This is an optimization exercise on Yosys and OpenROAD, whose aim is small area, not a production implementation.
At most, simulation tests tie the RTL to the original design; equivalence was not proved.
Function not checked in run 2: the RTL went through the layout flow alone.
No activity file was given, so power comes from the tool's default toggle rates. No driver is modelled on the clock port, so clocking that relies on it looks cheaper here than on a real chip.

===== design/flow/design.v =====
module router_top(clock,resetn,read_enb_0,read_enb_1,read_enb_2,data_in,pkt_valid,
       data_out_0,data_out_1,data_out_2,valid_out_0,valid_out_1,valid_out_2,err,busy);
input clock,resetn,read_enb_0,read_enb_1,read_enb_2,pkt_valid;
input wire [7:0]data_in;
output valid_out_0,valid_out_1,valid_out_2,err,busy;
output wire [7:0]data_out_0,data_out_1,data_out_2;
localparam DA  = 3'b000,  
           LFD = 3'b001,  
           LD  = 3'b010,  
           FFS = 3'b011,  
           LAF = 3'b100,  
           LP  = 3'b101,  
           CPE = 3'b110,  
           WTE = 3'b111;  
reg [2:0] st, nst;
wire s_da  = st == DA;
wire s_lfd = st == LFD;
wire s_ld  = st == LD;
wire s_laf = st == LAF;
wire [2:0] empty, full;
assign valid_out_0 = ~empty[0];
assign valid_out_1 = ~empty[1];
assign valid_out_2 = ~empty[2];
wire c0 = ~empty[0] & ~read_enb_0;
wire c1 = ~empty[1] & ~read_enb_1;
wire c2 = ~empty[2] & ~read_enb_2;
reg [4:0] t0, t1, t2;
wire sr0 = t0 == 5'd16;
wire sr1 = t1 == 5'd16;
wire sr2 = t2 == 5'd16;
function fb;
  input [4:0] t;
  case (t)
    5'd0, 5'd1, 5'd2, 5'd4, 5'd6, 5'd8, 5'd9, 5'd10, 5'd12, 5'd14, 5'd16, 5'd19, 5'd21, 5'd23, 5'd27, 5'd29, 5'd31: fb = 1'b1;
    default: fb = 1'b0;
  endcase
endfunction
always @(posedge clock) begin
  t0 <= (~resetn | ~c0) ? 5'd0 : {t0[3:0], fb(t0)};
  t1 <= (~resetn | ~c1) ? 5'd0 : {t1[3:0], fb(t1)};
  t2 <= (~resetn | ~c2) ? 5'd0 : {t2[3:0], fb(t2)};
end
reg [1:0] dst;       
reg lpv, pd;         
wire ffull = (dst == 2'd0) ? full[0] : (dst == 2'd1) ? full[1] : (dst == 2'd2) ? full[2] : 1'b0;
wire [1:0] a = data_in[1:0];
wire a_empty = (a == 2'd0) ? empty[0] : (a == 2'd1) ? empty[1] : (a == 2'd2) ? empty[2] : 1'b0;
always @(*) begin
  case (st)
    DA:  nst = (pkt_valid && a != 2'd3) ? (a_empty ? LFD : WTE) : DA;
    WTE: nst = a_empty ? LFD : (a == 2'd3) ? DA : WTE;
    LFD: nst = LD;
    LD:  nst = ffull ? FFS : (~pkt_valid ? LP : LD);
    FFS: nst = ffull ? FFS : LAF;
    LAF: nst = pd ? DA : (lpv ? LP : LD);
    LP:  nst = CPE;
    default: nst = ffull ? FFS : DA;  
  endcase
end
always @(posedge clock) begin
  if (~resetn)
    st <= DA;
  else if ((sr0 && a == 2'd0) || (sr1 && a == 2'd1) || (sr2 && a == 2'd2))
    st <= DA;
  else
    st <= nst;
end
assign busy = ~(s_da | s_ld);
wire wr_state = s_ld | s_laf | (st == LP);
reg [7:0] dreg;      
reg [7:0] hold;      
reg [7:0] par;       
reg e;
assign err = e;
always @(posedge clock) begin
  if (~resetn)
    hold <= 0;
  else if (s_ld & ffull)
    hold <= data_in;
end
wire [7:0] dmux = s_laf ? hold : data_in;
always @(posedge clock)
  if ((s_da & pkt_valid) | (s_ld & ~ffull) | s_laf)
    dreg <= dmux;
wire pen = (s_da & pkt_valid) | (s_ld & ~ffull) | (s_laf & (~lpv | ~pd));
always @(posedge clock)
  par <= (par & {8{~s_da}}) ^ (dmux & {8{pen}});
always @(posedge clock) begin
  if (~resetn | s_da)
    pd <= 0;
  else if ((s_ld & ~pkt_valid & ~ffull) | (s_laf & lpv))
    pd <= 1;
end
always @(posedge clock) begin
  if (~resetn | (st == CPE))
    lpv <= 0;
  else if (s_ld & ~pkt_valid)
    lpv <= 1;
end
always @(posedge clock) begin
  if (~resetn)
    e <= 0;
  else if (pd)
    e <= |par;
end
always @(posedge clock)
  if (s_da)
    dst <= a;
reg hf;
wire srd = (dst == 2'd0) ? sr0 : (dst == 2'd1) ? sr1 : (dst == 2'd2) ? sr2 : 1'b0;
always @(posedge clock)
  hf <= s_lfd & ~srd;
wire [2:0] we;
assign we[0] = wr_state & (dst == 2'd0);
assign we[1] = wr_state & (dst == 2'd1);
assign we[2] = wr_state & (dst == 2'd2);
wire [2:0] re = {read_enb_2, read_enb_1, read_enb_0};
wire [2:0] srv = {sr2, sr1, sr0};
wire [7:0] dout [0:2];
assign data_out_0 = dout[0];
assign data_out_1 = dout[1];
assign data_out_2 = dout[2];
genvar n, k;
generate for (n = 0; n < 3; n = n + 1) begin : fifo
  reg [8:0] m [0:15];
  reg [4:0] cnt;       
  reg z;               
  reg [5:0] g;         
  reg [7:0] q_out;
  integer i;
  wire clr = ~resetn | srv[n];
  assign empty[n] = cnt == 5'd0;
  assign full[n] = cnt[4];
  wire w = we[n] & ~full[n];
  wire r = re[n] & ~empty[n];
  wire [15:0] sel;
  for (k = 0; k < 16; k = k + 1) begin : dec
    assign sel[k] = cnt[3:0] == ((k + 1) % 16);
  end
  reg [8:0] q;
  always @(*) begin
    q = 0;
    for (i = 0; i < 16; i = i + 1)
      q = q | (m[i] & {9{sel[i]}});
  end
  always @(posedge clock)
    if (w) begin
      m[0] <= {hf, dreg};
      for (i = 1; i < 16; i = i + 1)
        m[i] <= m[i-1];
    end
  always @(posedge clock) begin
    if (clr)
      cnt <= 0;
    else
      cnt <= cnt + w - r;
  end
  always @(posedge clock) begin
    if (clr)
      z <= 1'b1;
    else if (r) begin
      if (q[8])
        z <= 1'b0;
      else if (g == 0)
        z <= 1'b1;
    end
  end
  always @(posedge clock)
    if (r) begin
      if (q[8])
        g <= q[7:2];
      else
        g <= g - 1'b1;
    end
  always @(posedge clock) begin
    if (clr)
      q_out <= 0;
    else if (r)
      q_out <= q[7:0];
    else if (z)
      q_out <= 0;
  end
  assign dout[n] = q_out;
end endgenerate
endmodule

===== design/flow/flow/synth.tcl =====
# The standard synthesis (synth_recipe.tcl), except that ABC maps the logic
# with an area-oriented script (flow/area.abc) instead of ORFS's speed script.
# Registers are mapped before ABC runs, so they are the standard ones.
proc synth {args} { yosys synth -nofsm -noshare {*}$args }
proc abc {args} {
  set i [lsearch -exact $args -script]
  if { $i >= 0 } { set args [lreplace $args $i [expr {$i + 1}] -script $::env(AREA_ABC_SCRIPT)] }
  yosys abc {*}$args
}
source $::env(SCRIPTS_DIR)/synth.tcl
# left out here: clear keep_hierarchy, flatten, clean up, hide names made inside functions, write 1_2_yosys.v

===== design/flow/config.mk =====
export PLATFORM = sky130hd
export DESIGN_NAME = router_top
export DESIGN_NICKNAME = router_top
export VERILOG_FILES = /design/flow/design.v
export SDC_FILE = /design/flow/constraint.sdc
export NUM_CORES = 4
export LEC_CHECK = 0
export CAP_MARGIN = 20
export CORE_MARGIN = 2
export CORE_UTILIZATION = 70
export SLEW_MARGIN = 20

===== design/flow/flow/area.abc =====
strash
dc2
dch -f
amap
topo
strash
dch -f
amap
topo

===== design/flow/standard.sh =====
#!/bin/bash
# synth_recipe.tcl (not shown) runs the flow's synth.tcl, then flattens the netlist and writes it again
# the make line also repeats each setting of config.mk as NAME=value (left out here)
make -C /OpenROAD-flow-scripts/flow DESIGN_CONFIG=/design/flow/config.mk WORK_HOME=/design/flow/orfs CLKGATE_MAP_FILE= SYNTH_SCRIPT=/design/flow/synth_recipe.tcl "${@:-finish}"

===== design/flow/constraint.sdc =====
create_clock -name core_clock -period 5.0 [get_ports {clock}]
set_input_delay 1.0000 -clock core_clock [delete_from_list [all_inputs] [get_ports {clock}]]
set_output_delay 1.0000 -clock core_clock [all_outputs]
set_load 0.01 [all_outputs]

===== design/flow/flow/run.sh =====
#!/bin/bash
# The standard layout (standard.sh) with three changes:
#  - synthesis maps logic with an area-oriented ABC script (flow/synth.tcl);
#  - clock tree synthesis inserts no dummy loads and uses larger sink clusters;
#  - the input and output ports get the smallest buffer.
set -euo pipefail
here=$(pwd)
export AREA_ABC_SCRIPT=$here/flow/area.abc
export CTS_ARGS="-sink_clustering_enable -repair_clock_nets -dont_use_dummy_load -sink_clustering_size 30 -sink_clustering_max_diameter 120 -buf_list sky130_fd_sc_hd__clkbuf_16"
export GPL_KEEP_OVERFLOW=0
export BUFFER_PORTS_ARGS="-buffer_cell sky130_fd_sc_hd__buf_1"
sed "s|SYNTH_SCRIPT=[^ ]*|SYNTH_SCRIPT=$here/flow/synth.tcl|" standard.sh > layout.sh
grep -q "SYNTH_SCRIPT=$here/flow/synth.tcl" layout.sh
bash layout.sh > layout.log 2>&1

==> run summary, run 1 <==
* Outcome: complete, no violations
* Final hold viol count at 0
* Post-Syn Area at 20100 µm²
* Worst vdd ir at 0.399 mV
* Overall global routing resource usage at 0.290
* Die X-Extent at 173 µm
* Slew @ Worst Pin at 1.19 ns
* Wirelength per Cell at 25.1 µm
* Ys async rst share at 0
* Num CTS Buffers at 21
* Detailed placement HPWL at 29700 µm
* Final Setup Violations at 0
* Critical Setup Path Class: reg2reg
* Most frequent cells in the layout: 460 x edfxtp_1, 128 x nor2_1, 86 x clkinv_1
* Via count at 12200
* RSZ-0062 raised after global routing: false
* Die H at 173 µm
* Total congestion overflow at 0
* DP Cell Count at 1741
* Syn Inst Count at 1292
* Worst Path Required at 5.43 ns
* Htree depth at 1
* Cell row count at 61
* Tcrit/Tclk final at 0.731
* Worst skew pair latency at 0.55 ns
* Predominant post-synthesis flop cell: edfxtp_1
* I/O Pins at 43
* Largest net degree at the start of global routing at 31
* Vias in the first global route at 11600
* CP max FO at 11
* Gates resized, CTS repair at 0
* Most common cell after layout, fill and taps aside: edfxtp_1
* Final core utilization at 0.777
* Yosys cell types at 37
* Postcts setup bufs at 0
* Non-Filler Instances at 1763
* Drt first-iter violations at 1813
* Static Leak at 0.00706 µW
* YS warnings at 4
* Post-synth net total at 1339
* TritonCTS clock tree: done
* Hold crit path type: reg2reg
* Worst-path clk slew at 0.11 ns
* Filler cells at 1637
* Sink Count at 540
* FMAX at 0.274 GHz
* Clock root buffer: clkbuf_16
* Layout cells sized above 1 at 0.0535
* DR DRC count at 0
* PD cells at 557 nW/µm²
* First-pass GRT wire length at 66700 µm
* Port-buffer cells at 42
* GPL Wtd Cong at 0.911
* Data arrival, critical path at 4.08 ns
* Synth Register Bits at 540
* CORE AREA at 28000 µm²
* Area Growth Syn to Fin at 8.42%
* DRT Wirelength at 44200 µm
* Avg Cell Area, Syn at 15.5 µm²
* Post-synth EDFFs at 460
* Final Skew at 0.0134 ns
* Vias/cell at 6.93
* Nets at 1433
* CP Launch Type: flop
* Relative slew slack at 0.185
* CTS max path bufs at 3
* Placement Cell Area at 21200 µm²
* Initial antenna violation count at 0
* Post-CTS Hold Buffers at 0
* Design Area, Final at 21800 µm²
* Tmin final at 3.65 ns
* Register area share after synthesis at 0.768
* Die area at 30000 µm²
* Initial Utilization at 0.716
* TritonRoute pass-1 iters at 8
* Routed Antenna Nets at 0
* Slew Viols, Final at 0
* Max_cap viols at 0
* Setup crit end kind: flop
## worst max-delay path: stages (launching register included)
cell	delay (ns)
dfxtp_1	0.36
clkinv_1	0.09
ha_1	0.20
nand3_1	0.15
nor2_1	0.18
clkinv_1	0.17
nand2_1	0.35
clkinv_1	0.45
ha_1	0.43
clkinv_1	0.05
ha_2	0.18
clkinv_2	0.06
fa_2	0.34
nor2_2	0.11
nor2_1	0.05
nor2_1	0.12
nor2_1	0.08
a21oi_1	0.13
nor2_1	0.05
## sequential cells by signal (all words and copies together), names as in the netlist, 8 cells and up
register,count
par,8
fifo.m,432
dreg,8
fifo.cnt,15
fifo.q_out,24
fifo.g,18
hold,8
## path summary, 6_finish.rpt
check / cells past startpoint / end / slack [ns] / from
worst max-delay path: 18 / fifo[2].cnt[4]$_SDFF_PP0_ / 1.35 / fifo[2].cnt[3]$_SDFF_PP0_
worst min-delay path: 2 / t0[4]$_SDFF_PP0_ / 0.43 / t0[3]$_SDFF_PP0_
worst max register to register: 18 / fifo[2].cnt[4]$_SDFF_PP0_ / 1.35 / fifo[2].cnt[3]$_SDFF_PP0_
worst min register to register: 2 / t0[4]$_SDFF_PP0_ / 0.43 / t0[3]$_SDFF_PP0_
## power by group
group          switching (µW)  internal, µW  leakage, µW
logic                    2210          1180      0.00195
registers                 665          6110      0.00485
clock network            1210           761     0.000259
## through the flow
step | setup slack [ns] | hold WS, ns | total power (µW) | setup TNS [ns]
after floorplan | -1.09 | 0.403 | 8850 | -10.91
after global placement | -2.34 | 0.406 | 9950 | -296.71
after detailed placement | 1.35 | 0.413 | 10200 | 0
after CTS | 1.34 | 0.429 | 12100 | 0
after global routing | 1.05 | 0.436 | 12700 | 0
final | 1.35 | 0.427 | 12100 | 0
## routing by layer
metal / global-route usage / part of all wire / vias up / wire length (µm)
met5: 0 / 0 / - / 0
met4: 0.112 / 0.036 / 0 / 1570
met3: 0.0496 / 0.10 / 107 / 4570
met2: 0.449 / 0.46 / 780 / 20400
met1: 0.421 / 0.40 / 5923 / 17600
li1: - / - / 5406 / -
## cells in the mapped netlist, types with 2 or more instances
cell type / count / area [µm²]
or3_1: 7 / 43.8
a22oi_1: 39 / 293
nand3_1: 19 / 95.1
a2111oi_0: 9 / 78.8
nor2_1: 131 / 492
a221o_1: 4 / 40.0
nand4_1: 21 / 131
edfxtp_1: 460 / 13800
a31oi_1: 18 / 113
o21ai_0: 14 / 70.1
clkinv_1: 91 / 342
a222oi_1: 77 / 771
o22ai_1: 28 / 175
nand2_1: 50 / 188
nor3_1: 23 / 115
a221oi_1: 22 / 193
a21oi_1: 54 / 270
a211oi_1: 7 / 52.6
fa_1: 3 / 60.1
or2_0: 2 / 12.5
nor4_1: 5 / 31.3
a22o_1: 26 / 228
o31ai_1: 2 / 15.0
dfxtp_1: 80 / 1600
ha_1: 30 / 375
nor2b_1: 13 / 81.3
o22a_1: 3 / 26.3
and3_1: 45 / 282
## cells by family after synthesis
logic type | synth area share
flip-flops | 0.768
AND/OR/NAND/NOR | 0.0746
adder cells (fa/ha/maj) | 0.0217
AO/OA/AOI/OAI | 0.118
buffers and inverters | 0.0170
## layout make-up
class | instances | area (µm²) | area share
timing repair buffer | 71 | 578 | 0.0266
inverter | 91 | 352 | 0.0162
clock buffer | 21 | 526 | 0.0242
tap | 378 | 473 | 0.0217
multi-input combinational | 661 | 4400 | 0.202
antenna | 1 | 2.50 | 0.000115
sequential | 540 | 15400 | 0.709
==> inputs of run 2 (changes only) <==
--- a/design/flow/design.v
+++ b/design/flow/design.v
@@ -153,7 +153,7 @@
     if (clr)
       cnt <= 0;
     else
-      cnt <= cnt + w - r;
+      cnt <= cnt + {{4{r & ~w}}, w ^ r};
   end
   always @(posedge clock) begin
     if (clr)
==> run summary, run 2 <==
* Die area at 29900 µm² (-0.30%)
* Synth area leaders: edfxtp_1 69%, dfxtp_1 8.0%, a222oi_1 3.9%
* CP max-delay cell: nor3_2
* # diodes at 0 (-1)
* Tmin final at 3.91 ns (+0.259 ns)
* Post-Syn Area at 20000 µm² (-0.31%)
* Initial Utilization at 0.716 (about the same)
* Final Skew at 0.0212 ns (+0.00786 ns)
* Max reg flops at 432 (unchanged)
* FMAX at 0.256 GHz (-6.6%)
* PD cells at 569 nW/µm² (+2.0%)
* Most frequent cells in the layout: 460 x edfxtp_1, 123 x nor2_1, 83 x clkinv_1
* Htree depth at 1 (unchanged)
* Nets at 1469 (+2.5%)
* Relative slew slack at 0.370 (+0.185)
* Reg with most FFs: fifo.m
* Sink Count at 540 (unchanged)
* Area Growth Syn to Fin at 11.4%
* Overall global routing resource usage at 0.305 (+0.0155)
* R2r setup slk at 1.09 ns (-0.26 ns)
* Critical path origin: fifo[1].cnt[3]$_SDFF_PP0_
* Detailed placement HPWL at 32600 µm (+9.6%)
* Initial antenna violation count at 2 (+2)
* Min-delay src: t1[3]$_SDFF_PP0_
* Vias in the first global route at 12300 (+5.6%)
* Die H at 173 µm (-0.15%)
* Largest net degree at the start of global routing at 31 (unchanged)
* CP max FO at 11 (unchanged)
* YS warnings at 4 (unchanged)
* TritonRoute pass-1 iters at 6 (-2)
* Final Setup Violations at 0 (unchanged)
* CP Buf/Inv Count at 4 (-1)
* RSZ-0062 raised after global routing: false
* Setup crit end kind: flop
* Slew @ Worst Pin at 0.944 ns (-0.247 ns)
* Vias/cell at 6.95 (+0.26%)
* Top cell type's share of synthesized area at 0.691 (+0.00215)
* Clock root buffer: clkbuf_16
* Post-synth EDFFs at 460 (unchanged)
* Routed Antenna Nets at 0 (unchanged)
* First-pass GRT wire length at 70500 µm (+5.7%)
* Avg Cell Area, Syn at 15.4 µm² (-0.54%)
* Worst vdd ir at 0.424 mV (+6.3%)
* Worst-path clk slew at 0.11 ns (about the same)
* Post-synth net total at 1333 (-0.45%)
* Yosys cell types at 39 (+5.4%)
* Tcrit/Tclk final at 0.783 (+0.0518)
* Min-Delay Path Depth at 2 (unchanged)
* Total power at 12700 µW (+4.5%)
* Postcts setup bufs at 0 (unchanged)
* Worst r2r dst: fifo[1].cnt[4]$_SDFF_PP0_
* DRT Wirelength at 45500 µm (+2.9%)
* CP Launch Type: flop
* Max_cap viols at 0 (unchanged)
* Drt first-iter violations at 1987 (+9.6%)
* Outcome: complete, no violations
* Layout cells sized above 1 at 0.113 (+0.0599)
* Static Leak at 0.00704 µW (-0.25%)
* Worst hold endpoint: t1[4]$_SDFF_PP0_
* Predominant post-synthesis flop cell: edfxtp_1
* Leading registers by flop count: fifo.m x432, fifo.q_out x24, fifo.g x18
* Area leader, netlist: edfxtp_1
* Total congestion overflow at 0 (unchanged)
* Slew Viols, Final at 0 (unchanged)
* TritonCTS clock tree: done
* Die X-Extent at 173 µm (-0.15%)
* Gates resized, CTS repair at 0 (unchanged)
* Post-CTS Hold Buffers at 0 (unchanged)
* Num CTS Buffers at 21 (unchanged)
* DR DRC count at 0 (unchanged)
* CP Cell Sequence: or2_0 -> nor3_2 -> buf_4 -> nand2_1 -> nand2_1 -> clkinv_1 -> ha_1 -> clkinv_1 -> ha_2 -> clkinv_2 -> fa_2 -> nor2_2 -> o21a_1 -> nor3_1 -> nor3_1
* CP max stage delay at 0.44 ns (about the same)
* CTS max path bufs at 3 (unchanged)
* Syn Inst Count at 1295 (+0.23%)
* Port-buffer cells at 42 (unchanged)
* Critical Setup Path Class: reg2reg
* Ys async rst share at 0 (unchanged)
* Reg2reg path depth at 15 (-3)
* Most common cell after layout, fill and taps aside: edfxtp_1
* Via count at 12600 (+2.8%)
* CP top delay family: simple AND/OR/NAND/NOR gates
* Reg-to-Reg Start: fifo[1].cnt[3]$_SDFF_PP0_
* GPL Wtd Cong at 0.834 (-8.4%)
* Dominant cell by count in the synthesized netlist: edfxtp_1
* Register area share after synthesis at 0.771 (+0.00240)
* Hold crit path type: reg2reg
* Setup TNS at 0 ns (unchanged)
* Commonest cells in the netlist: 460 x edfxtp_1, 128 x nor2_1, 87 x clkinv_1
* Cell row count at 61 (unchanged)
* I/O Pins at 43 (unchanged)
* Wirelength per Cell at 25.2 µm (+0.44%)
* Final hold viol count at 0 (unchanged)
* Worst Path Required at 5.48 ns (+0.05 ns)
* Data arrival, critical path at 4.39 ns (+0.31 ns)
* Synth Register Bits at 540 (unchanged)
* Worst skew pair latency at 0.56 ns (about the same)
* CORE AREA at 27900 µm² (-0.27%)
==> run 2: changes by cell type in the layout (fill, tap and decap cells not counted), moves of 9 or more <==
cell     change
nor4_2      +32
buf_4       +32
a22oi_1      +9
and3_1      -42
ha_1         -9
buf_2       +10
nor3_2      +15
and2_0      +10
==> run 2: how the worst max path moves through the flow <==
stage,end,slack [ns],cells after the start
final,fifo[1].cnt[4]$_SDFF_PP0_,1.09,15
after global routing,fifo[2].cnt[4]$_SDFF_PP0_,0.80,15
after CTS,fifo[1].cnt[4]$_SDFF_PP0_,1.09,15
after detailed placement,fifo[1].cnt[4]$_SDFF_PP0_,1.11,15
after global placement,fifo[0].cnt[4]$_SDFF_PP0_,-2.60,15
after floorplan,fifo[1].cnt[4]$_SDFF_PP0_,-1.24,14
==> run 2: tightest hold or removal path: stages, from the launching register on <==
cell,delay (ns)
dfxtp_1,0.32
clkinv_1,0.05
nor2_1,0.04
==> run 2: layout make-up <==
cell class,instances,area [µm²]
clock buffers,21,526
multi-input cells,668,4640
inverters,87,335
well taps,378,473
flip-flops and latches,540,15400
fillers,1592,5650
repair buffers,113,890
==> run 2: logic make-up after synthesis <==
group,after synthesis,share of synthesized area
AOI/OAI and AO/OA,302,0.116
adders and majority gates,24,0.0161
buffers and inverters,87,0.0163
DFF,540,0.771
and+or+nand+nor,342,0.0813
==> run 2: metal layers <==
metal  vias up  share of wire  GRT usage
met1      6172           0.39      0.430
met3       108           0.10     0.0585
met4         4          0.041      0.117
met5         -        0.00051          0
met2       750           0.47      0.483
li1       5520              -          -
==> run 2: stage by stage <==
stage / hold WS [ns] / utilization / setup slack (ns) / cells / cell area [µm²]
floorplan: 0.403 / - / -1.24 / 1295 / 20100
global placement: 0.408 / 0.743 / -2.60 / 1715 / 20700
detailed placement: 0.414 / 0.779 / 1.11 / 1786 / 21800
CTS: 0.431 / 0.798 / 1.09 / 1807 / 22300
global route: 0.456 / 0.798 / 0.796 / 1807 / 22300
finish: 0.432 / 0.798 / 1.09 / 1807 / 22300
==> run 2: report_power, final <==
| group | total (µW) | internal [µW] | switching, µW |
|---|---|---|---|
| logic | 3840 | 1310 | 2530 |
| clock network | 1980 | 761 | 1220 |
| registers | 6850 | 6110 | 739 |
==> inputs of run 3 (changes only) <==
--- a/design/flow/design.v
+++ b/design/flow/design.v
@@ -153,7 +153,7 @@
     if (clr)
       cnt <= 0;
     else
-      cnt <= cnt + {{4{r & ~w}}, w ^ r};
+      cnt <= cnt + w - r;
   end
   always @(posedge clock) begin
     if (clr)
--- a/design/flow/flow/run.sh
+++ b/design/flow/flow/run.sh
@@ -7,7 +7,6 @@
 here=$(pwd)
 export AREA_ABC_SCRIPT=$here/flow/area.abc
 export CTS_ARGS="-sink_clustering_enable -repair_clock_nets -dont_use_dummy_load -sink_clustering_size 30 -sink_clustering_max_diameter 120 -buf_list sky130_fd_sc_hd__clkbuf_16"
-export GPL_KEEP_OVERFLOW=0
 export BUFFER_PORTS_ARGS="-buffer_cell sky130_fd_sc_hd__buf_1"
 sed "s|SYNTH_SCRIPT=[^ ]*|SYNTH_SCRIPT=$here/flow/synth.tcl|" standard.sh > layout.sh
 grep -q "SYNTH_SCRIPT=$here/flow/synth.tcl" layout.sh
==> run summary, run 3 <==
* Layout cells sized above 1 at 0.0417 (-0.0717)
* Port-buffer cells at 42 (unchanged)
* Most common cell after layout, fill and taps aside: edfxtp_1
* Post-synth EDFFs at 460 (unchanged)
* Post-CTS Hold Buffers at 0 (unchanged)
* Setup crit end kind: flop
* YS warnings at 4 (unchanged)
* Vias in the first global route at 11500 (-6.3%)
* Die X-Extent at 173 µm (+0.15%)
* Area Growth Syn to Fin at 6.81%
* Worst Path Required at 5.42 ns (-0.06 ns)
* Worst-path clk slew at 0.11 ns (about the same)
* Worst skew pair latency at 0.55 ns (about the same)
* Num CTS Buffers at 21 (unchanged)
* Dominant cell by count in the synthesized netlist: edfxtp_1
* CP Launch Type: flop
* Hold crit path type: reg2reg
* Slew Viols, Final at 0 (unchanged)
* Htree depth at 1 (unchanged)
* Tcrit/Tclk final at 0.718 (-0.0643)
* Detailed placement HPWL at 27900 µm (-14%)
* Initial antenna violation count at 0 (-2)
* Max reg flops at 432 (unchanged)
* CP max FO at 11 (unchanged)
* Top cell type's share of synthesized area at 0.688 (-0.00215)
* Filler cells at 1705 (+7.1%)
* RSZ-0062 raised after global routing: false
* CP Cell Sequence: clkinv_1 -> ha_1 -> nand3_1 -> nor2_1 -> clkinv_1 -> nand2_1 -> clkinv_1 -> ha_1 -> clkinv_1 -> ha_2 -> clkinv_2 -> fa_2 -> nor2_2 -> nor2_1 -> nor2_1 -> nor2_1 -> a21oi_1 -> nor2_1
* Postcts setup bufs at 0 (unchanged)
* Most frequent cells in the layout: 460 x edfxtp_1, 128 x nor2_1, 86 x clkinv_1
* Relative slew slack at 0.242 (-0.129)
* Outcome: complete, no violations
* Commonest cells in the netlist: 460 x edfxtp_1, 131 x nor2_1, 91 x clkinv_1
* Max_cap viols at 0 (unchanged)
* Total congestion overflow at 0 (unchanged)
* Die area at 30000 µm² (+0.30%)
* PD cells at 561 nW/µm² (-1.3%)
* Cell row count at 61 (unchanged)
* Post-Syn Area at 20100 µm² (+0.31%)
* Yosys cell types at 37 (-5.1%)
* GPL Wtd Cong at 0.841 (+0.86%)
* Data arrival, critical path at 4.01 ns (-0.38 ns)
* Ys async rst share at 0 (unchanged)
* Die H at 173 µm (+0.15%)
* Slew @ Worst Pin at 1.13 ns (+0.190 ns)
* FMAX at 0.278 GHz (+9.0%)
* Sink Count at 540 (unchanged)
* Total power at 12000 µW (-5.1%)
* Drt first-iter violations at 2114 (+6.4%)
* Register area share after synthesis at 0.768 (-0.00240)
* FF+latch area at 15400 µm² (unchanged)
* Tmin final at 3.59 ns (-0.322 ns)
* Wirelength per Cell at 25.2 µm (about the same)
* Overall global routing resource usage at 0.291 (-0.0145)
* DRT Wirelength at 44000 µm (-3.3%)
* Vias/cell at 6.91 (-0.50%)
* Leading registers by flop count: fifo.m x432, fifo.q_out x24, fifo.g x18
* Final Setup Violations at 0 (unchanged)
* Avg Cell Area, Syn at 15.5 µm² (+0.55%)
* # diodes at 0 (unchanged)
* CP max stage delay at 0.42 ns (-0.02 ns)
* Via count at 12100 (-3.9%)
* Largest net degree at the start of global routing at 93 (+200%)
* Multi-input logic area at 4400 µm² (-5.1%)
* Synth Register Bits at 540 (unchanged)
* First-pass GRT wire length at 66500 µm (-5.6%)
* Synth area leaders: edfxtp_1 69%, dfxtp_1 8.0%, a222oi_1 3.8%
* Post-synth net total at 1339 (+0.45%)
* Nets at 1417 (-3.5%)
* Area leader, netlist: edfxtp_1
* Static Leak at 0.00692 µW (-1.7%)
* Initial Utilization at 0.716 (about the same)
* TritonCTS clock tree: done
* CORE AREA at 28000 µm² (+0.27%)
* CP max-delay cell: clkinv_1
* Final hold viol count at 0 (unchanged)
* DP Cell Count at 1725 (-3.4%)
* Predominant post-synthesis flop cell: edfxtp_1
* Gates resized, CTS repair at 0 (unchanged)
* TritonRoute pass-1 iters at 8 (+2)
* DR DRC count at 0 (unchanged)
* CTS max path bufs at 3 (unchanged)
* Reg with most FFs: fifo.m
* Non-Filler Instances at 1746 (-3.4%)
* Syn Inst Count at 1292 (-0.23%)
* Setup TNS at 0 ns (unchanged)
* Cell repeated most along the worst path: nor2_1
* Routed Antenna Nets at 0 (unchanged)
* Critical Setup Path Class: reg2reg
* I/O Pins at 43 (unchanged)
* Final Skew at 0.0132 ns (-0.00802 ns)
* Clock root buffer: clkbuf_16
* Worst vdd ir at 0.400 mV (-5.8%)
run 3: changes by cell type in the layout (fill, tap and decap cells not counted), sizes merged, moves of 9 or more:
cell / change
ha: +9
and2: -10
buf: -58
nor3: -22
and3: +42
nor4: -33
a22oi: -9
run 3: cell type report:
class / count / area share
Clock buffer: 21 / 0.0245
Inverter: 91 / 0.0164
Multi-Input combinational cell: 661 / 0.205
Sequential cell: 540 / 0.719
Tap cell: 378 / 0.0221
Timing Repair Buffer: 55 / 0.0123
run 3: logic make-up (layout without fill, tap and decap cells):
family                   count (synthesis)  after routing  synth area share
buffers and inverters                   91            167            0.0170
flip-flops                             540            540             0.768
AND/OR/NAND/NOR                        319            319            0.0746
AO/OA/AOI/OAI                          309            309             0.118
adder cells (fa/ha/maj)                 33             33            0.0217
run 3: path summary, 6_finish.rpt:
path                              from                   endpoint  slack (ns)  depth (start not counted)
max          fifo[2].cnt[3]$_SDFF_PP0_  fifo[2].cnt[4]$_SDFF_PP0_        1.41                         18
min reg2reg           t1[3]$_SDFF_PP0_           t1[4]$_SDFF_PP0_        0.42                          2
max reg2reg  fifo[2].cnt[3]$_SDFF_PP0_  fifo[2].cnt[4]$_SDFF_PP0_        1.41                         18
min                   t1[3]$_SDFF_PP0_           t1[4]$_SDFF_PP0_        0.42                          2
run 3: metrics by stage:
stage                     hold slack [ns]  setup WS (ns)  utilization  cell area (µm²)
after global routing                0.437           1.00        0.765            21400
final                               0.425           1.41        0.765            21400
after CTS                           0.427           1.41        0.765            21400
after floorplan                     0.403          -1.09            -            20200
after global placement              0.407           1.62        0.746            20900
after detailed placement            0.411           1.43        0.746            20900
run 3: worst max-delay path: cells and delay by family, from the launching register on:
kind / cells / cell delay (ns)
flops: 1 / 0.36
buf+inv: 5 / 0.78
compound gates: 1 / 0.14
simple gates: 8 / 1.05
fa+ha+maj: 4 / 1.11
run 3: power by group:
group,internal (µW),leakage [µW],switching [µW]
Clock,762,0.000259,1220
Sequential,6120,0.00485,635
Combinational,1080,0.00181,2200
run 3: metal layers:
layer / global-route usage / wire length (µm) / up-vias / share of wire
li1: - / - / 5373 / -
met1: 0.436 / 17900 / 5886 / 0.41
met2: 0.434 / 20000 / 706 / 0.45
met3: 0.0518 / 4540 / 104 / 0.10
met4: 0.112 / 1590 / 0 / 0.036
met5: 0 / 0 / - / 0
==> inputs of run 4 (changes only) <==
==> design/flow/flow/area.abc (replaced) <==
strash
dc2
&get -n
&st
&dch -f
&nf -R 1000
&put
topo
==> run summary, run 4 <==
* Synth area leaders: edfxtp_1 69%, dfxtp_1 8.0%, a222oi_1 4.6%
* CP max-delay cell: dfxtp_1
* Syn Inst Count at 1280 (-0.93%)
* Post-Syn Area at 20100 µm² (+0.34%)
* Layout cells sized above 1 at 0.0330 (-0.00868)
* CP max stage delay at 0.41 ns (about the same)
* Max Used Layer: met5
* Routed Antenna Nets at 0 (unchanged)
* Setup TNS at 0 ns (unchanged)
* Ys async rst share at 0 (unchanged)
* Detailed placement HPWL at 27700 µm (-0.85%)
* Filler cells at 1792 (+5.1%)
* Final core utilization at 0.753 (-0.0125)
* Worst Path Required at 5.49 ns (+0.07 ns)
* Vias/cell at 6.86 (-0.79%)
* CP max FO at 10 (-1)
* Max_cap viols at 0 (unchanged)
* YS warnings at 4 (unchanged)
* Worst skew pair latency at 0.56 ns (about the same)
* Final Skew at 0.0295 ns (+0.0163 ns)
* Avg Cell Area, Syn at 15.7 µm² (+1.3%)
* WL met2 at 20300 µm (+1.5%)
* Via count at 12000 (-0.68%)
* Die X-Extent at 174 µm (+0.16%)
* Data arrival, critical path at 4.14 ns (+0.13 ns)
* Total power at 12100 µW (+0.32%)
* WL met1 at 17600 µm (-1.8%)
* Sink Count at 540 (unchanged)
* R2r setup slk at 1.35 ns (-0.06 ns)
* Yosys cell types at 39 (+5.4%)
* Min-delay src: fifo[2].m[6][7]$_DFFE_PP_
* I/O Pins at 43 (unchanged)
* Post-synth EDFFs at 460 (unchanged)
* Total congestion overflow at 0 (unchanged)
* Cell repeated most along the worst path: clkinv_1
* # diodes at 0 (unchanged)
* DR DRC count at 0 (unchanged)
* Leading registers by flop count: fifo.m x432, fifo.q_out x24, fifo.g x18
* Max reg flops at 432 (unchanged)
* Num CTS Buffers at 21 (unchanged)
* Worst hold endpoint: fifo[2].m[7][7]$_DFFE_PP_
* RSZ-0062 raised after global routing: false
* Worst r2r dst: fifo[1].cnt[4]$_SDFF_PP0_
* Final Setup Violations at 0 (unchanged)
* CP Launch Type: flop
* DRT Wirelength at 44400 µm (+0.97%)
* Largest net degree at the start of global routing at 92 (-1.1%)
* Tmin final at 3.65 ns (+0.0564 ns)
* TritonRoute pass-1 iters at 9 (+1)
* Die H at 174 µm (+0.16%)
* Reg2reg path depth at 16 (-2)
* Reg-to-Reg Start: fifo[1].cnt[1]$_SDFF_PP0_
* Cell row count at 62 (+1.6%)
* Setup crit end kind: flop
* Met3 WL at 4720 µm (+4.1%)
* PD cells at 562 nW/µm² (about the same)
* Top cell type's share of synthesized area at 0.686 (-0.00231)
* Worst-path clk slew at 0.11 ns (about the same)
* GPL Wtd Cong at 0.857 (+1.9%)
* Htree depth at 1 (unchanged)
* Overall global routing resource usage at 0.295 (+0.00400)
* Critical Setup Path Class: reg2reg
* Port-buffer cells at 42 (unchanged)
* Predominant post-synthesis flop cell: edfxtp_1
* Wirelength per Cell at 25.4 µm (+0.85%)
* Commonest cells in the netlist: 460 x edfxtp_1, 120 x nor2_1, 92 x a222oi_1
* Drt first-iter violations at 2161 (+2.2%)
* Post-synth net total at 1327 (-0.90%)
* Gates resized, CTS repair at 0 (unchanged)
* Most frequent cells in the layout: 460 x edfxtp_1, 120 x nor2_1, 92 x a222oi_1
* Slew Viols, Final at 0 (unchanged)
* Final hold viol count at 0 (unchanged)
* Worst vdd ir at 0.345 mV (-14%)
* Initial antenna violation count at 1 (+1)
* Reg with most FFs: fifo.m
* First-pass GRT wire length at 67000 µm (+0.75%)
* CP Cell Sequence: nor2_1 -> and2_0 -> nor2b_1 -> clkinv_1 -> nand2_1 -> clkinv_1 -> ha_1 -> clkinv_1 -> ha_1 -> clkinv_1 -> fa_1 -> clkinv_1 -> a21oi_1 -> nor2_1 -> or3_1 -> a21oi_1
* FMAX at 0.274 GHz (-1.5%)
* Static Leak at 0.00700 µW (+1.2%)
* CP top delay family: simple AND/OR/NAND/NOR gates
* Clock root buffer: clkbuf_16
* DP Cell Count at 1727 (+0.12%)
* Critical path origin: fifo[1].cnt[1]$_SDFF_PP0_
* Tcrit/Tclk final at 0.730 (+0.0113)
* Area leader, netlist: edfxtp_1
* Worst Hold Slack at 0.441 ns (+0.0158 ns)
* Area Growth Syn to Fin at 6.72% (about the same)
* TritonCTS clock tree: done
* Postcts setup bufs at 0 (unchanged)
* Relative slew slack at 0.375 (+0.133)
* CTS max path bufs at 3 (unchanged)
* Outcome: complete, no violations
* Slew @ Worst Pin at 0.937 ns (-0.197 ns)
* Nets at 1413 (-0.28%)
* Most common cell after layout, fill and taps aside: edfxtp_1
* Die area at 30100 µm² (+0.33%)
* Hold crit path type: reg2reg
* Post-CTS Hold Buffers at 0 (unchanged)
* Vias in the first global route at 11500 (+0.26%)
* CORE AREA at 28500 µm² (+1.9%)
* Non-Filler Instances at 1748 (+0.11%)
* Synth Register Bits at 540 (unchanged)
* Initial Utilization at 0.705 (-0.0111)
* CP Buf/Inv Count at 5 (unchanged)
* Register area share after synthesis at 0.766 (-0.00258)
* Min-Delay Path Depth at 0 (-2)
* Dominant cell by count in the synthesized netlist: edfxtp_1
==> run 4: cell count changes after synthesis, sizes merged, moves of 21 or more <==
cell / previous run / this run
and3: 45 / 17
a22o: 26 / 5
nand2: 50 / 90
clkinv: 91 / 39
and2: 0 / 48
o22ai: 28 / 0
==> run 4: cells by family after synthesis <==
group	share of synthesized area
buffers and inverters	0.00727
adder cells (fa/ha/maj)	0.0216
AND/OR/NAND/NOR	0.0894
flip-flops	0.766
XOR/XNOR	0.0126
multiplexers	0.00740
AO/OA/AOI/OAI	0.0961
==> run 4: through the flow <==
| stage | setup WS (ns) | instance area, µm² |
|---|---|---|
| 2_1_floorplan | 0.0646 | 20100 |
| 3_3_place_gp | 1.56 | 21000 |
| 3_5_place_dp | 1.45 | 21000 |
| 4_1_cts | 1.39 | 21500 |
| 5_1_grt | 0.957 | 21500 |
| 6_report | 1.35 | 21500 |
==> run 4: worst max-delay path by stage <==
stage                                      to  slack, ns  cells after the start
global route        fifo[1].cnt[4]$_SDFF_PP0_       0.96                     16
global placement    fifo[1].cnt[4]$_SDFF_PP0_       1.56                     13
floorplan           fifo[1].m[0][0]$_DFFE_PP_       0.06                      6
finish              fifo[1].cnt[4]$_SDFF_PP0_       1.35                     16
CTS                 fifo[1].cnt[4]$_SDFF_PP0_       1.39                     16
detailed placement  fifo[1].cnt[4]$_SDFF_PP0_       1.45                     16
==> run 4: worst register-to-register path, cell delays in order (launching register included) <==
cell,delay (ns)
dfxtp_1,0.41
nor2_1,0.24
and2_0,0.22
nor2b_1,0.24
clkinv_1,0.13
nand2_1,0.31
clkinv_1,0.38
ha_1,0.40
clkinv_1,0.06
ha_1,0.19
clkinv_1,0.06
fa_1,0.21
clkinv_1,0.07
a21oi_1,0.14
nor2_1,0.06
or3_1,0.34
a21oi_1,0.14
==> run 4: area by class of cell <==
class                           count  area [µm²]  area share
Tap cell                          384         480      0.0224
Sequential cell                   540       15400       0.717
Multi-Input combinational cell    701        4570       0.213
Inverter                           39         154     0.00716
Clock buffer                       21         526      0.0245
Timing Repair Buffer               63         340      0.0158
==> run 4: power breakdown <==
| group | switching (µW) | internal [µW] | leakage [µW] |
|---|---|---|---|
| registers | 630 | 6090 | 0.00484 |
| clock network | 1240 | 762 | 0.000259 |
| logic | 2200 | 1150 | 0.00190 |
==> run 4: per-layer routing <==
metal,vias to the layer above,GRT usage
li1,5248,-
met1,5878,0.437
met2,742,0.450
met3,117,0.0476
met4,2,0.117
met5,-,0
==> inputs of run 5 (changes only) <==
==> design/flow/flow/area.abc (replaced) <==
strash
dc2
dch -f
amap
topo
strash
dch -f
amap
topo
--- a/design/flow/config.mk
+++ b/design/flow/config.mk
@@ -7,5 +7,5 @@
 export LEC_CHECK = 0
 export CAP_MARGIN = 20
 export CORE_MARGIN = 2
-export CORE_UTILIZATION = 70
+export CORE_UTILIZATION = 75
 export SLEW_MARGIN = 20
==> run summary, run 5 <==
* Postcts setup bufs at 0 (unchanged)
* Worst-path clk slew at 0.11 ns (about the same)
* Yosys cell types at 37 (-5.1%)
* Critical Setup Path Class: reg2reg
* Dominant cell by count in the synthesized netlist: edfxtp_1
* Met1 Use GR at 0.438 (+0.000955)
* DRT Wirelength at 45400 µm (+2.2%)
* Most frequent cells in the layout: 460 x edfxtp_1, 128 x nor2_1, 86 x clkinv_1
* Non-Filler Instances at 1702 (-2.6%)
* Wirelength per Cell at 26.7 µm (+5.0%)
* TritonCTS clock tree: done
* Port-buffer cells at 42 (unchanged)
* Tcrit/Tclk final at 0.713 (-0.0170)
* Post-CTS Hold Buffers at 0 (unchanged)
* Ys async rst share at 0 (unchanged)
* Die area at 28100 µm² (-6.8%)
* Min-Delay Path Depth at 2 (+2)
* Clock root buffer: clkbuf_16
* Num CTS Buffers at 21 (unchanged)
* Syn Inst Count at 1292 (+0.94%)
* Design Area, Final at 21400 µm² (-0.61%)
* Cell row count at 59 (-4.8%)
* Area Growth Syn to Fin at 6.43%
* Detailed placement HPWL at 28800 µm (+4.1%)
* Commonest cells in the netlist: 460 x edfxtp_1, 131 x nor2_1, 91 x clkinv_1
* Data arrival, critical path at 4.05 ns (-0.09 ns)
* Die X-Extent at 168 µm (-3.5%)
* Routed Antenna Nets at 0 (unchanged)
* DP Cell Count at 1681 (-2.7%)
* Tmin final at 3.56 ns (-0.0849 ns)
* Busiest layer in global routing: met2
* Sink Count at 540 (unchanged)
* CP Launch Type: flop
* FMAX at 0.281 GHz (+2.4%)
* Initial Utilization at 0.768 (+0.0626)
* PD cells at 568 nW/µm² (+1.1%)
* Post-Syn Area at 20100 µm² (-0.34%)
* Final core utilization at 0.817 (+0.0645)
* Overall global routing resource usage at 0.324 (+0.0288)
* TritonRoute pass-1 iters at 9 (unchanged)
* Total congestion overflow at 0 (unchanged)
* Met2 usage at 0.511 (+0.0618)
* GPL Wtd Cong at 0.875 (+2.0%)
* CORE AREA at 26100 µm² (-8.5%)
* Static Leak at 0.00691 µW (-1.3%)
* Worst vdd ir at 0.435 mV (+26%)
* YS warnings at 4 (unchanged)
* Min-delay src: t0[3]$_SDFF_PP0_
* Htree depth at 1 (unchanged)
* Area leader, netlist: edfxtp_1
* Max_cap viols at 0 (unchanged)
* Outcome: complete, no violations
* Reg2reg path depth at 19 (+3)
* Worst Path Required at 5.49 ns (about the same)
* Setup crit end kind: flop
* Initial antenna violation count at 0 (-1)
* Largest net degree at the start of global routing at 96 (+4.3%)
* Vias in the first global route at 12100 (+4.8%)
* DR DRC count at 0 (unchanged)
* R2r setup slk at 1.44 ns (+0.08 ns)
* CP max FO at 11 (+1)
* Gates resized, CTS repair at 0 (unchanged)
* Layout cells sized above 1 at 0.0395 (+0.00651)
* Post-synth net total at 1339 (+0.90%)
* Reg with most FFs: fifo.m
* Placement Cell Area at 20800 µm² (-0.64%)
* Avg Cell Area, Syn at 15.5 µm² (-1.3%)
* First-pass GRT wire length at 68500 µm (+2.2%)
* Worst Hold Slack at 0.426 ns (-0.0145 ns)
* Predominant post-synthesis flop cell: edfxtp_1
* # diodes at 0 (unchanged)
* Die H at 168 µm (-3.5%)
* Nets at 1416 (+0.21%)
* Top cell type's share of synthesized area at 0.688 (+0.00231)
* Register area share after synthesis at 0.768 (+0.00258)
* Reg-to-Reg Start: fifo[2].cnt[3]$_SDFF_PP0_
* Relative slew slack at 0.354 (-0.0216)
* Total power at 12100 µW (+0.46%)
* Slew Viols, Final at 0 (unchanged)
* Worst skew pair latency at 0.56 ns (about the same)
* Worst r2r dst: fifo[2].cnt[4]$_SDFF_PP0_
* Synth Register Bits at 540 (unchanged)
* Final Setup Violations at 0 (unchanged)
* Hold crit path type: reg2reg
* Vias/cell at 7.29 (+6.4%)
* Most common cell after layout, fill and taps aside: edfxtp_1
* Filler cells at 1354 (-24%)
* CTS max path bufs at 3 (unchanged)
* Synth area leaders: edfxtp_1 69%, dfxtp_1 8.0%, a222oi_1 3.8%
* Final hold viol count at 0 (unchanged)
* RSZ-0062 raised after global routing: false
* I/O Pins at 43 (unchanged)
* Slew @ Worst Pin at 0.945 ns (+0.00789 ns)
* Worst hold endpoint: t0[4]$_SDFF_PP0_
* Max reg flops at 432 (unchanged)
* Final Skew at 0.0204 ns (-0.00912 ns)
* Post-synth EDFFs at 460 (unchanged)
* Via count at 12400 (+3.6%)
* Leading registers by flop count: fifo.m x432, fifo.q_out x24, fifo.g x18
* Met3 usage at 0.0804 (+0.0328)
* Drt first-iter violations at 2188 (+1.2%)
[run 5: layout make-up]
class                   count  area (µm²)  share of cell area
multi-input cells         661        4390               0.205
flip-flops and latches    540       15400               0.722
clock buffers              21         526              0.0246
repair buffers             54         251              0.0118
inverters                  91         352              0.0165
well taps                 335         419              0.0196
[run 5: cell families (layout without fill, tap and decap cells)]
kind of cell / after synthesis / count (layout) / share of synthesized area
flip-flops: 540 / 540 / 0.768
AND/OR/NAND/NOR: 319 / 319 / 0.0746
AO/OA/AOI/OAI: 309 / 309 / 0.118
buffers and inverters: 91 / 166 / 0.0170
adder cells (fa/ha/maj): 33 / 33 / 0.0217
[run 5: worst max-delay path by stage]
stage | startpoint | end | slack, ns
6_report | fifo[2].cnt[3]$_SDFF_PP0_ | fifo[2].cnt[4]$_SDFF_PP0_ | 1.44
5_1_grt | fifo[1].cnt[3]$_SDFF_PP0_ | fifo[1].cnt[4]$_SDFF_PP0_ | 1.12
4_1_cts | fifo[2].cnt[3]$_SDFF_PP0_ | fifo[2].cnt[4]$_SDFF_PP0_ | 1.41
3_5_place_dp | fifo[2].cnt[3]$_SDFF_PP0_ | fifo[2].cnt[4]$_SDFF_PP0_ | 1.42
3_3_place_gp | fifo[2].cnt[3]$_SDFF_PP0_ | fifo[2].cnt[4]$_SDFF_PP0_ | 1.59
2_1_floorplan | st[2]$_SDFF_PP0_ | fifo[1].cnt[4]$_SDFF_PP0_ | -1.09
[run 5: routing by layer]
| metal | wire length [µm] | vias to the layer above | part of all wire |
|---|---|---|---|
| met5 | 0 | - | 0 |
| met4 | 2040 | 0 | 0.045 |
| met3 | 5520 | 137 | 0.12 |
| met2 | 21300 | 921 | 0.47 |
| met1 | 16600 | 6009 | 0.36 |
| li1 | - | 5348 | - |
[run 5: worst max-delay path, stage by stage (launching register included)]
cell      delay (ns)
dfxtp_1         0.35
clkinv_1        0.08
ha_1            0.19
nand3_1         0.14
nor2_1          0.23
clkinv_1        0.16
nand2_1         0.33
clkinv_1        0.41
ha_1            0.41
clkinv_1        0.05
ha_2            0.18
clkinv_2        0.06
fa_2            0.35
nor2_2          0.11
nor2_1          0.05
nor2_1          0.08
nor2_1          0.06
nor2_1          0.12
a21oi_1         0.06
nor2_1          0.08
[run 5: through the flow]
stage / setup TNS [ns] / worst slack (ns)
2_1_floorplan: -10.91 / -1.09
3_3_place_gp: 0 / 1.59
3_5_place_dp: 0 / 1.42
4_1_cts: 0 / 1.41
5_1_grt: 0 / 1.12
6_report: 0 / 1.44
[run 5: power by group]
group	internal (µW)	total [µW]	leakage (µW)	switching [µW]
Sequential	6120	6780	0.00485	662
Clock	762	1990	0.000259	1230
Combinational	1070	3350	0.00180	2270
==> inputs of run 6 (changes only) <==
--- a/design/flow/flow/run.sh
+++ b/design/flow/flow/run.sh
@@ -6,7 +6,7 @@
 set -euo pipefail
 here=$(pwd)
 export AREA_ABC_SCRIPT=$here/flow/area.abc
-export CTS_ARGS="-sink_clustering_enable -repair_clock_nets -dont_use_dummy_load -sink_clustering_size 30 -sink_clustering_max_diameter 120 -buf_list sky130_fd_sc_hd__clkbuf_16"
+export CTS_ARGS="-sink_clustering_enable -repair_clock_nets -dont_use_dummy_load -sink_clustering_size 32 -sink_clustering_max_diameter 120 -buf_list sky130_fd_sc_hd__clkbuf_16"
 export BUFFER_PORTS_ARGS="-buffer_cell sky130_fd_sc_hd__buf_1"
 sed "s|SYNTH_SCRIPT=[^ ]*|SYNTH_SCRIPT=$here/flow/synth.tcl|" standard.sh > layout.sh
 grep -q "SYNTH_SCRIPT=$here/flow/synth.tcl" layout.sh
==> run summary, run 6 <==
* Die H at 168 µm (unchanged)
* DRT Wirelength at 45400 µm (about the same)
* Initial Utilization at 0.768 (unchanged)
* Final hold viol count at 0 (unchanged)
* Die X-Extent at 168 µm (unchanged)
* Syn Inst Count at 1292 (unchanged)
* Max reg flops at 432 (unchanged)
* Vias in the first global route at 12000 (-0.40%)
* CP max FO at 11 (unchanged)
* Largest family of logic cells by synthesized area: compound AO/OA/AOI/OAI gates
* Clock root buffer: clkbuf_16
* Reg with most FFs: fifo.m
* Worst Hold Slack at 0.423 ns (-0.00290 ns)
* Worst skew pair latency at 0.56 ns (about the same)
* Min-delay src: t0[3]$_SDFF_PP0_
* Critical Setup Path Class: reg2reg
* FMAX at 0.279 GHz (-0.62%)
* I/O Pins at 43 (unchanged)
* Via count at 12400 (-0.19%)
* CP Buf/Inv Count at 5 (unchanged)
* Area leader, netlist: edfxtp_1
* Multi-input logic area at 4390 µm² (unchanged)
* Cell row count at 59 (unchanged)
* Total power at 12100 µW (-0.38%)
* Postcts setup bufs at 0 (unchanged)
* Max_cap viols at 0 (unchanged)
* Outcome: complete, no violations
* Area Growth Syn to Fin at 6.33% (about the same)
* Overall global routing resource usage at 0.326 (+0.00290)
* Reg2reg path depth at 18 (-1)
* CP Cell Sequence: clkinv_1 -> ha_1 -> nand3_1 -> nor2_1 -> clkinv_1 -> nand2_1 -> clkinv_1 -> ha_1 -> clkinv_1 -> ha_2 -> clkinv_2 -> fa_2 -> nor2_2 -> nor2_1 -> nor2_1 -> nor2_1 -> a21oi_1 -> nor2_1
* CP max stage delay at 0.41 ns (about the same)
* DR DRC count at 0 (unchanged)
* Layout cells sized above 1 at 0.0388 (-0.000703)
* Gates resized, CTS repair at 0 (unchanged)
* RSZ-0062 raised after global routing: false
* Yosys cell types at 37 (unchanged)
* Tcrit/Tclk final at 0.717 (+0.00448)
* Slew @ Worst Pin at 0.946 ns (+0.00105 ns)
* FF+latch area at 15400 µm² (unchanged)
* Final Setup Violations at 0 (unchanged)
* Leading registers by flop count: fifo.m x432, fifo.q_out x24, fifo.g x18
* Relative slew slack at 0.353 (-0.000721)
* R2r setup slk at 1.41 ns (-0.02 ns)
* Predominant post-synthesis flop cell: edfxtp_1
* Worst vdd ir at 0.449 mV (+3.4%)
* Static Leak at 0.00690 µW (-0.18%)
* Commonest cells in the netlist: 460 x edfxtp_1, 131 x nor2_1, 91 x clkinv_1
* Slew Viols, Final at 0 (unchanged)
* Most common cell after layout, fill and taps aside: edfxtp_1
* Largest net degree at the start of global routing at 96 (unchanged)
* CP max-delay cell: ha_1
* Synth area leaders: edfxtp_1 69%, dfxtp_1 8.0%, a222oi_1 3.8%
* Total congestion overflow at 0 (unchanged)
* Min-Delay Path Depth at 2 (unchanged)
* Nets at 1415 (-0.071%)
* Filler cells at 1373 (+1.4%)
* Vias/cell at 7.28 (-0.24%)
* Tmin final at 3.59 ns (+0.0224 ns)
* Dominant cell by count in the synthesized netlist: edfxtp_1
* Ys async rst share at 0 (unchanged)
* CTS max path bufs at 3 (unchanged)
* Avg Cell Area, Syn at 15.5 µm² (unchanged)
* First-pass GRT wire length at 69000 µm (+0.78%)
* Sink Count at 540 (unchanged)
* Drt first-iter violations at 2482 (+13%)
* Non-Filler Instances at 1703 (+0.059%)
* Worst r2r dst: fifo[2].cnt[4]$_SDFF_PP0_
* Placement Cell Area at 20800 µm² (unchanged)
* Design Area, Final at 21300 µm² (about the same)
* Cell repeated most along the worst path: nor2_1
* Data arrival, critical path at 4.03 ns (-0.02 ns)
* Post-synth EDFFs at 460 (unchanged)
* Worst Path Required at 5.44 ns (-0.05 ns)
* Synth Area in Adders at 0.0217 (unchanged)
* Worst hold endpoint: t0[4]$_SDFF_PP0_
* Post-Syn Area at 20100 µm² (unchanged)
* Busiest layer in global routing: met2
* Routed Antenna Nets at 0 (unchanged)
* Post-Synth Simple-Gate Area at 0.0746 (unchanged)
* Register area share after synthesis at 0.768 (unchanged)
* Synth Register Bits at 540 (unchanged)
* Mux cell area share after synthesis at 0 (unchanged)
* DP Cell Count at 1681 (unchanged)
* Die area at 28100 µm² (unchanged)
* Detailed placement HPWL at 28800 µm (unchanged)
* CP top delay family: adder cells
* Reg-to-Reg Start: fifo[2].cnt[3]$_SDFF_PP0_
* Wirelength per Cell at 26.7 µm (about the same)
* PD cells at 566 nW/µm² (-0.29%)
* Met2 usage at 0.524 (+0.0123)
* Compound-gate portion of the synthesized area at 0.118 (unchanged)
* Setup crit end kind: flop
* Htree depth at 1 (unchanged)
* Met1 Use GR at 0.449 (+0.0106)
* Worst-path clk slew at 0.12 ns (about the same)
* Port-buffer cells at 42 (unchanged)
* CP Launch Type: flop
* Met3 usage at 0.0617 (-0.0187)
* TritonRoute pass-1 iters at 8 (-1)
* Most frequent cells in the layout: 460 x edfxtp_1, 128 x nor2_1, 86 x clkinv_1
* Post-Synth XOR/XNOR Area at 0 (unchanged)
* Post-synth net total at 1339 (unchanged)
* Top cell type's share of synthesized area at 0.688 (unchanged)
* TritonCTS clock tree: done
* YS warnings at 4 (unchanged)
* Initial antenna violation count at 0 (unchanged)
* GPL Wtd Cong at 0.875 (unchanged)
* Num CTS Buffers at 20 (-4.8%)
* Final Skew at 0.0200 ns (-0.000422 ns)
* Post-CTS Hold Buffers at 0 (unchanged)
* Hold crit path type: reg2reg
* CORE AREA at 26100 µm² (unchanged)
-- run 6: cell types whose count changed in the layout (fill, tap and decap cells not counted) --
cell	before	now
diode_2	0	2
clkbuf_16	21	20
-- run 6: kinds of logic after synthesis --
logic type / after synthesis
buf+inv: 91
fa+ha+maj: 33
simple gates: 319
compound gates: 309
flops: 540
-- run 6: layout make-up --
type | instances | share of cell area
Inverter | 91 | 0.0165
Sequential cell | 540 | 0.723
Tap cell | 335 | 0.0196
Antenna cell | 2 | 0.000235
Clock buffer | 20 | 0.0235
Multi-Input combinational cell | 661 | 0.206
Timing Repair Buffer | 54 | 0.0118
-- run 6: report_power, final --
part	switching, µW	internal, µW
logic	2270	1080
clock network	1220	728
registers	659	6120
total	4150	7920
-- run 6: how the worst max path moves through the flow --
stage / from / to / slack (ns) / cells after the start
floorplan: st[2]$_SDFF_PP0_ / fifo[1].cnt[4]$_SDFF_PP0_ / -1.09 / 15
global placement: fifo[2].cnt[3]$_SDFF_PP0_ / fifo[2].cnt[4]$_SDFF_PP0_ / 1.59 / 18
detailed placement: fifo[2].cnt[3]$_SDFF_PP0_ / fifo[2].cnt[4]$_SDFF_PP0_ / 1.42 / 18
CTS: fifo[2].cnt[3]$_SDFF_PP0_ / fifo[2].cnt[4]$_SDFF_PP0_ / 1.39 / 19
global route: fifo[1].cnt[3]$_SDFF_PP0_ / fifo[1].cnt[4]$_SDFF_PP0_ / 1.12 / 18
finish: fifo[2].cnt[3]$_SDFF_PP0_ / fifo[2].cnt[4]$_SDFF_PP0_ / 1.41 / 18
-- run 6: worst min-delay path, stage by stage, from the launching register on --
cell and delay (ns):
dfxtp_1 0.32, clkinv_1 0.05, nor2_1 0.04
-- run 6: metal layers --
metal,part of all wire,vias to the layer above
li1,-,5343
met1,0.37,5982
met2,0.47,914
met3,0.11,153
met4,0.046,0
met5,0,-
-- run 6: per-stage QoR --
stage | setup TNS (ns) | worst slack, ns | util
floorplan | -10.91 | -1.09 | -
global placement | 0 | 1.59 | 0.797
detailed placement | 0 | 1.42 | 0.797
CTS | 0 | 1.39 | 0.816
global route | 0 | 1.12 | 0.816
finish | 0 | 1.41 | 0.816
==> inputs of run 7 (changes only) <==
--- a/design/flow/design.v
+++ b/design/flow/design.v
@@ -120,12 +120,19 @@
 assign data_out_0 = dout[0];
 assign data_out_1 = dout[1];
 assign data_out_2 = dout[2];
+wire [2:0] wzv;
+wire [17:0] wgv;
+wire zsel = (dst == 2'd0) ? wzv[0] : (dst == 2'd1) ? wzv[1] : wzv[2];
+wire [5:0] gsel = (dst == 2'd0) ? wgv[5:0] : (dst == 2'd1) ? wgv[11:6] : wgv[17:12];
+wire nz = ~hf & (zsel | (gsel == 6'd0));
+wire [5:0] ng = hf ? dreg[7:2] : gsel - 1'b1;
 genvar n, k;
 generate for (n = 0; n < 3; n = n + 1) begin : fifo
   reg [8:0] m [0:15];
   reg [4:0] cnt;       
   reg z;               
-  reg [5:0] g;         
+  reg wz;              
+  reg [5:0] wg;        
   reg [7:0] q_out;
   integer i;
   wire clr = ~resetn | srv[n];
@@ -145,7 +152,7 @@
   end
   always @(posedge clock)
     if (w) begin
-      m[0] <= {hf, dreg};
+      m[0] <= {nz, dreg};
       for (i = 1; i < 16; i = i + 1)
         m[i] <= m[i-1];
     end
@@ -155,23 +162,23 @@
     else
       cnt <= cnt + w - r;
   end
+  assign wzv[n] = wz;
+  assign wgv[6*n +: 6] = wg;
+  always @(posedge clock) begin
+    if (clr)
+      wz <= 1'b1;
+    else if (w)
+      wz <= nz;
+  end
+  always @(posedge clock)
+    if (w)
+      wg <= ng;
   always @(posedge clock) begin
     if (clr)
       z <= 1'b1;
-    else if (r) begin
-      if (q[8])
-        z <= 1'b0;
-      else if (g == 0)
-        z <= 1'b1;
-    end
+    else if (r)
+      z <= q[8];
   end
-  always @(posedge clock)
-    if (r) begin
-      if (q[8])
-        g <= q[7:2];
-      else
-        g <= g - 1'b1;
-    end
   always @(posedge clock) begin
     if (clr)
       q_out <= 0;
--- a/design/flow/flow/run.sh
+++ b/design/flow/flow/run.sh
@@ -6,7 +6,7 @@
 set -euo pipefail
 here=$(pwd)
 export AREA_ABC_SCRIPT=$here/flow/area.abc
-export CTS_ARGS="-sink_clustering_enable -repair_clock_nets -dont_use_dummy_load -sink_clustering_size 32 -sink_clustering_max_diameter 120 -buf_list sky130_fd_sc_hd__clkbuf_16"
+export CTS_ARGS="-sink_clustering_enable -repair_clock_nets -dont_use_dummy_load -sink_clustering_size 30 -sink_clustering_max_diameter 120 -buf_list sky130_fd_sc_hd__clkbuf_16"
 export BUFFER_PORTS_ARGS="-buffer_cell sky130_fd_sc_hd__buf_1"
 sed "s|SYNTH_SCRIPT=[^ ]*|SYNTH_SCRIPT=$here/flow/synth.tcl|" standard.sh > layout.sh
 grep -q "SYNTH_SCRIPT=$here/flow/synth.tcl" layout.sh
==> run summary, run 7 <==
* Outcome: complete, no violations
* Post-Syn Area at 19900 µm² (-0.63%)
* Reg with most FFs: fifo.m
* Routed Antenna Nets at 0 (unchanged)
* Die H at 167 µm (-0.31%)
* Syn Inst Count at 1252 (-3.1%)
* Slew Viols, Final at 0 (unchanged)
* Predominant post-synthesis flop cell: edfxtp_1
* Area Growth Syn to Fin at 6.46%
* Wirelength per Cell at 27.4 µm (+2.7%)
* Synth area leaders: edfxtp_1 69%, dfxtp_1 8.3%, a222oi_1 4.2%
* Synth Register Bits at 543 (+0.56%)
* Overall global routing resource usage at 0.323 (-0.00361)
* Dominant cell by count in the synthesized netlist: edfxtp_1
* Placement Cell Area at 20700 µm² (-0.73%)
* Total congestion overflow at 0 (unchanged)
* Post-CTS Hold Buffers at 0 (unchanged)
* Tmin final at 3.48 ns (-0.102 ns)
* Worst-path clk slew at 0.11 ns (about the same)
* Max reg flops at 432 (unchanged)
* Top cell type's share of synthesized area at 0.693 (+0.00436)
* TritonRoute pass-1 iters at 8 (unchanged)
* I/O Pins at 43 (unchanged)
* Area leader, netlist: edfxtp_1
* Reg-to-Reg Start: fifo[1].cnt[2]$_SDFF_PP0_
* Register area share after synthesis at 0.776 (+0.00788)
* Critical path origin: fifo[1].cnt[2]$_SDFF_PP0_
* CP max FO at 7 (-4)
* Cell row count at 59 (unchanged)
* Num CTS Buffers at 22 (+10%)
* Tcrit/Tclk final at 0.697 (-0.0204)
* Most frequent cells in the layout: 460 x edfxtp_1, 108 x nor2_1, 89 x clkinv_1
* Internal power at 7490 µW (-5.5%)
* First-pass GRT wire length at 68100 µm (-1.3%)
* Comb power frac at 0.245 (-0.032)
* Nets at 1366 (-3.5%)
* Slew @ Worst Pin at 1.02 ns (+0.0709 ns)
* Sink Count at 543 (+0.56%)
* GPL Wtd Cong at 0.931 (+6.4%)
* RSZ-0062 raised after global routing: false
* End of the critical path: fifo[1].cnt[4]$_SDFF_PP0_
* Most common cell after layout, fill and taps aside: edfxtp_1
* Worst Hold Slack at 0.403 ns (-0.0203 ns)
* P_sw at 3630 µW (-13%)
* YS warnings at 4 (unchanged)
* Worst Path Required at 5.44 ns (about the same)
* Multi-input logic area at 4210 µm² (-4.0%)
* Post-Synth XOR/XNOR Area at 0 (unchanged)
* Layout cells sized above 1 at 0.0379 (-0.000949)
* Post-Synth Simple-Gate Area at 0.0643 (-0.0104)
* Drt first-iter violations at 2296 (-7.5%)
* Relative slew slack at 0.322 (-0.0309)
* # diodes at 0 (-2)
* Post-synth net total at 1295 (-3.3%)
* Design Area, Final at 21200 µm² (-0.50%)
* Postcts setup bufs at 0 (unchanged)
* DR DRC count at 0 (unchanged)
* Initial Utilization at 0.765 (-0.00267)
* Worst vdd ir at 0.510 mV (+14%)
* Final hold viol count at 0 (unchanged)
* Detailed placement HPWL at 28100 µm (-2.6%)
* TritonCTS clock tree: done
* Htree depth at 1 (unchanged)
* Avg Cell Area, Syn at 15.9 µm² (+2.5%)
* Die X-Extent at 167 µm (-0.31%)
* Reg2reg path depth at 18 (unchanged)
* Data arrival, critical path at 3.92 ns (-0.11 ns)
* FMAX at 0.287 GHz (+2.9%)
* R2r setup slk at 1.52 ns (+0.10 ns)
* FF+latch area at 15500 µm² (+0.38%)
* Via count at 12100 (-2.3%)
* Critical Setup Path Class: reg2reg
* Final Skew at 0.0677 ns (+0.0477 ns)
* Gates resized, CTS repair at 0 (unchanged)
* CP Launch Type: flop
* Commonest cells in the netlist: 460 x edfxtp_1, 114 x nor2_1, 93 x clkinv_1
* Ys async rst share at 0 (unchanged)
* Vias/cell at 7.31 (+0.45%)
* Synth Area in Adders at 0.0193 (-0.00237)
* Final Setup Violations at 0 (unchanged)
* Sequential Power Share at 0.572 (+0.010)
* Vias in the first global route at 11800 (-2.1%)
* Hold crit path type: reg2reg
* Die area at 27900 µm² (-0.61%)
* CORE AREA at 26100 µm² (-0.28%)
* DRT Wirelength at 45300 µm (-0.16%)
* Clock root buffer: clkbuf_16
* Filler cells at 1329 (-3.2%)
* Post-synth EDFFs at 460 (unchanged)
* Clock power frac at 0.183 (+0.022)
* Leading registers by flop count: fifo.m x432, fifo.q_out x24, fifo.wg x18
* Static Leak at 0.00676 µW (-1.9%)
* Yosys cell types at 40 (+8.1%)
* Max_cap viols at 0 (unchanged)
* Mux cell area share after synthesis at 0 (unchanged)
* PD cells at 524 nW/µm² (-7.5%)
* Port-buffer cells at 42 (unchanged)
* Switch share at 0.326 (-0.0174)
* Largest net degree at the start of global routing at 152 (+58%)
* Largest family of logic cells by synthesized area: compound AO/OA/AOI/OAI gates
* Setup crit end kind: flop
* Worst skew pair latency at 0.55 ns (about the same)
* Worst r2r dst: fifo[1].cnt[4]$_SDFF_PP0_
* Initial antenna violation count at 0 (unchanged)
* Compound-gate portion of the synthesized area at 0.123 (+0.00439)
* CTS max path bufs at 3 (unchanged)
-- run 7: cell types whose count changed in the layout (fill, tap and decap cells not counted), sizes merged, moves of 6 or more --
cell    previous run  this run
nor2             131       114
and3              45        33
nand3             19        30
nor3              23        12
o22ai             28        17
nand2             50        40
a222oi            77        84
buf               54        47
nor2b             13        20
a221oi            22        16
-- run 7: metal layers --
metal  track usage  vias up  share of wire
met1         0.462     5891           0.37
met2         0.516      882           0.48
met4         0.113        0          0.033
li1              -     5216              -
met5             0        -              0
met3        0.0556      115           0.12
-- run 7: worst max-delay path: stages (launching register included) --
cell and delay [ns]:
dfxtp_1 0.35, clkinv_1 0.10, ha_1 0.22, nand3_1 0.16, nor2_1 0.19, clkinv_1 0.14
nand2_1 0.36, clkinv_1 0.30, ha_1 0.37, clkinv_1 0.05, ha_2 0.18, clkinv_2 0.06
fa_2 0.34, nor2_2 0.11, nor2_1 0.05, o21bai_1 0.17, nor2_1 0.06, a21oi_1 0.12
nor2_1 0.05
-- run 7: worst min-delay path by stage --
| stage | startpoint | end | cells past startpoint |
|---|---|---|---|
| final | fifo[2].m[13][3]$_DFFE_PP_ | fifo[2].m[14][3]$_DFFE_PP_ | 0 |
| after global routing | fifo[2].m[13][3]$_DFFE_PP_ | fifo[2].m[14][3]$_DFFE_PP_ | 0 |
| after CTS | fifo[2].m[13][3]$_DFFE_PP_ | fifo[2].m[14][3]$_DFFE_PP_ | 0 |
| after detailed placement | t0[3]$_SDFF_PP0_ | t0[4]$_SDFF_PP0_ | 2 |
| after global placement | t0[3]$_SDFF_PP0_ | t0[4]$_SDFF_PP0_ | 2 |
| after floorplan | t0[3]$_SDFF_PP0_ | t0[4]$_SDFF_PP0_ | 2 |
-- run 7: power groups by stage --
stage / clock (µW) / sequential, µW / combinational [µW]
after global placement: 0 / 6400 / 2540
final: 2040 / 6360 / 2720
after detailed placement: 0 / 6430 / 2640
after CTS: 2040 / 6340 / 2680
after floorplan: 0 / 6270 / 1820
after global routing: 2160 / 6410 / 2980
-- run 7: logic make-up after synthesis --
| kind of cell | Yosys count |
|---|---|
| AOI/OAI and AO/OA | 313 |
| adders and majority gates | 29 |
| buffers and inverters | 93 |
| DFF | 543 |
| and+or+nand+nor | 274 |
-- run 7: metrics by stage --
stage / instances / util / setup WS [ns] / TNS, ns / power, µW
after global placement: 1634 / 0.793 / 1.75 / 0 / 8930
after floorplan: 1252 / - / -1.68 / -21.51 / 8090
final: 1656 / 0.815 / 1.52 / 0 / 11100
after global routing: 1656 / 0.815 / 1.32 / 0 / 11500
after CTS: 1656 / 0.814 / 1.55 / 0 / 11100
after detailed placement: 1634 / 0.793 / 1.61 / 0 / 9070
-- run 7: final cells by class --
cell class,instances,share of cell area
Sequential cell,543,0.729
Multi-Input combinational cell,616,0.198
Clock buffer,22,0.0259
Tap cell,335,0.0197
Inverter,93,0.0169
Timing Repair Buffer,47,0.00996
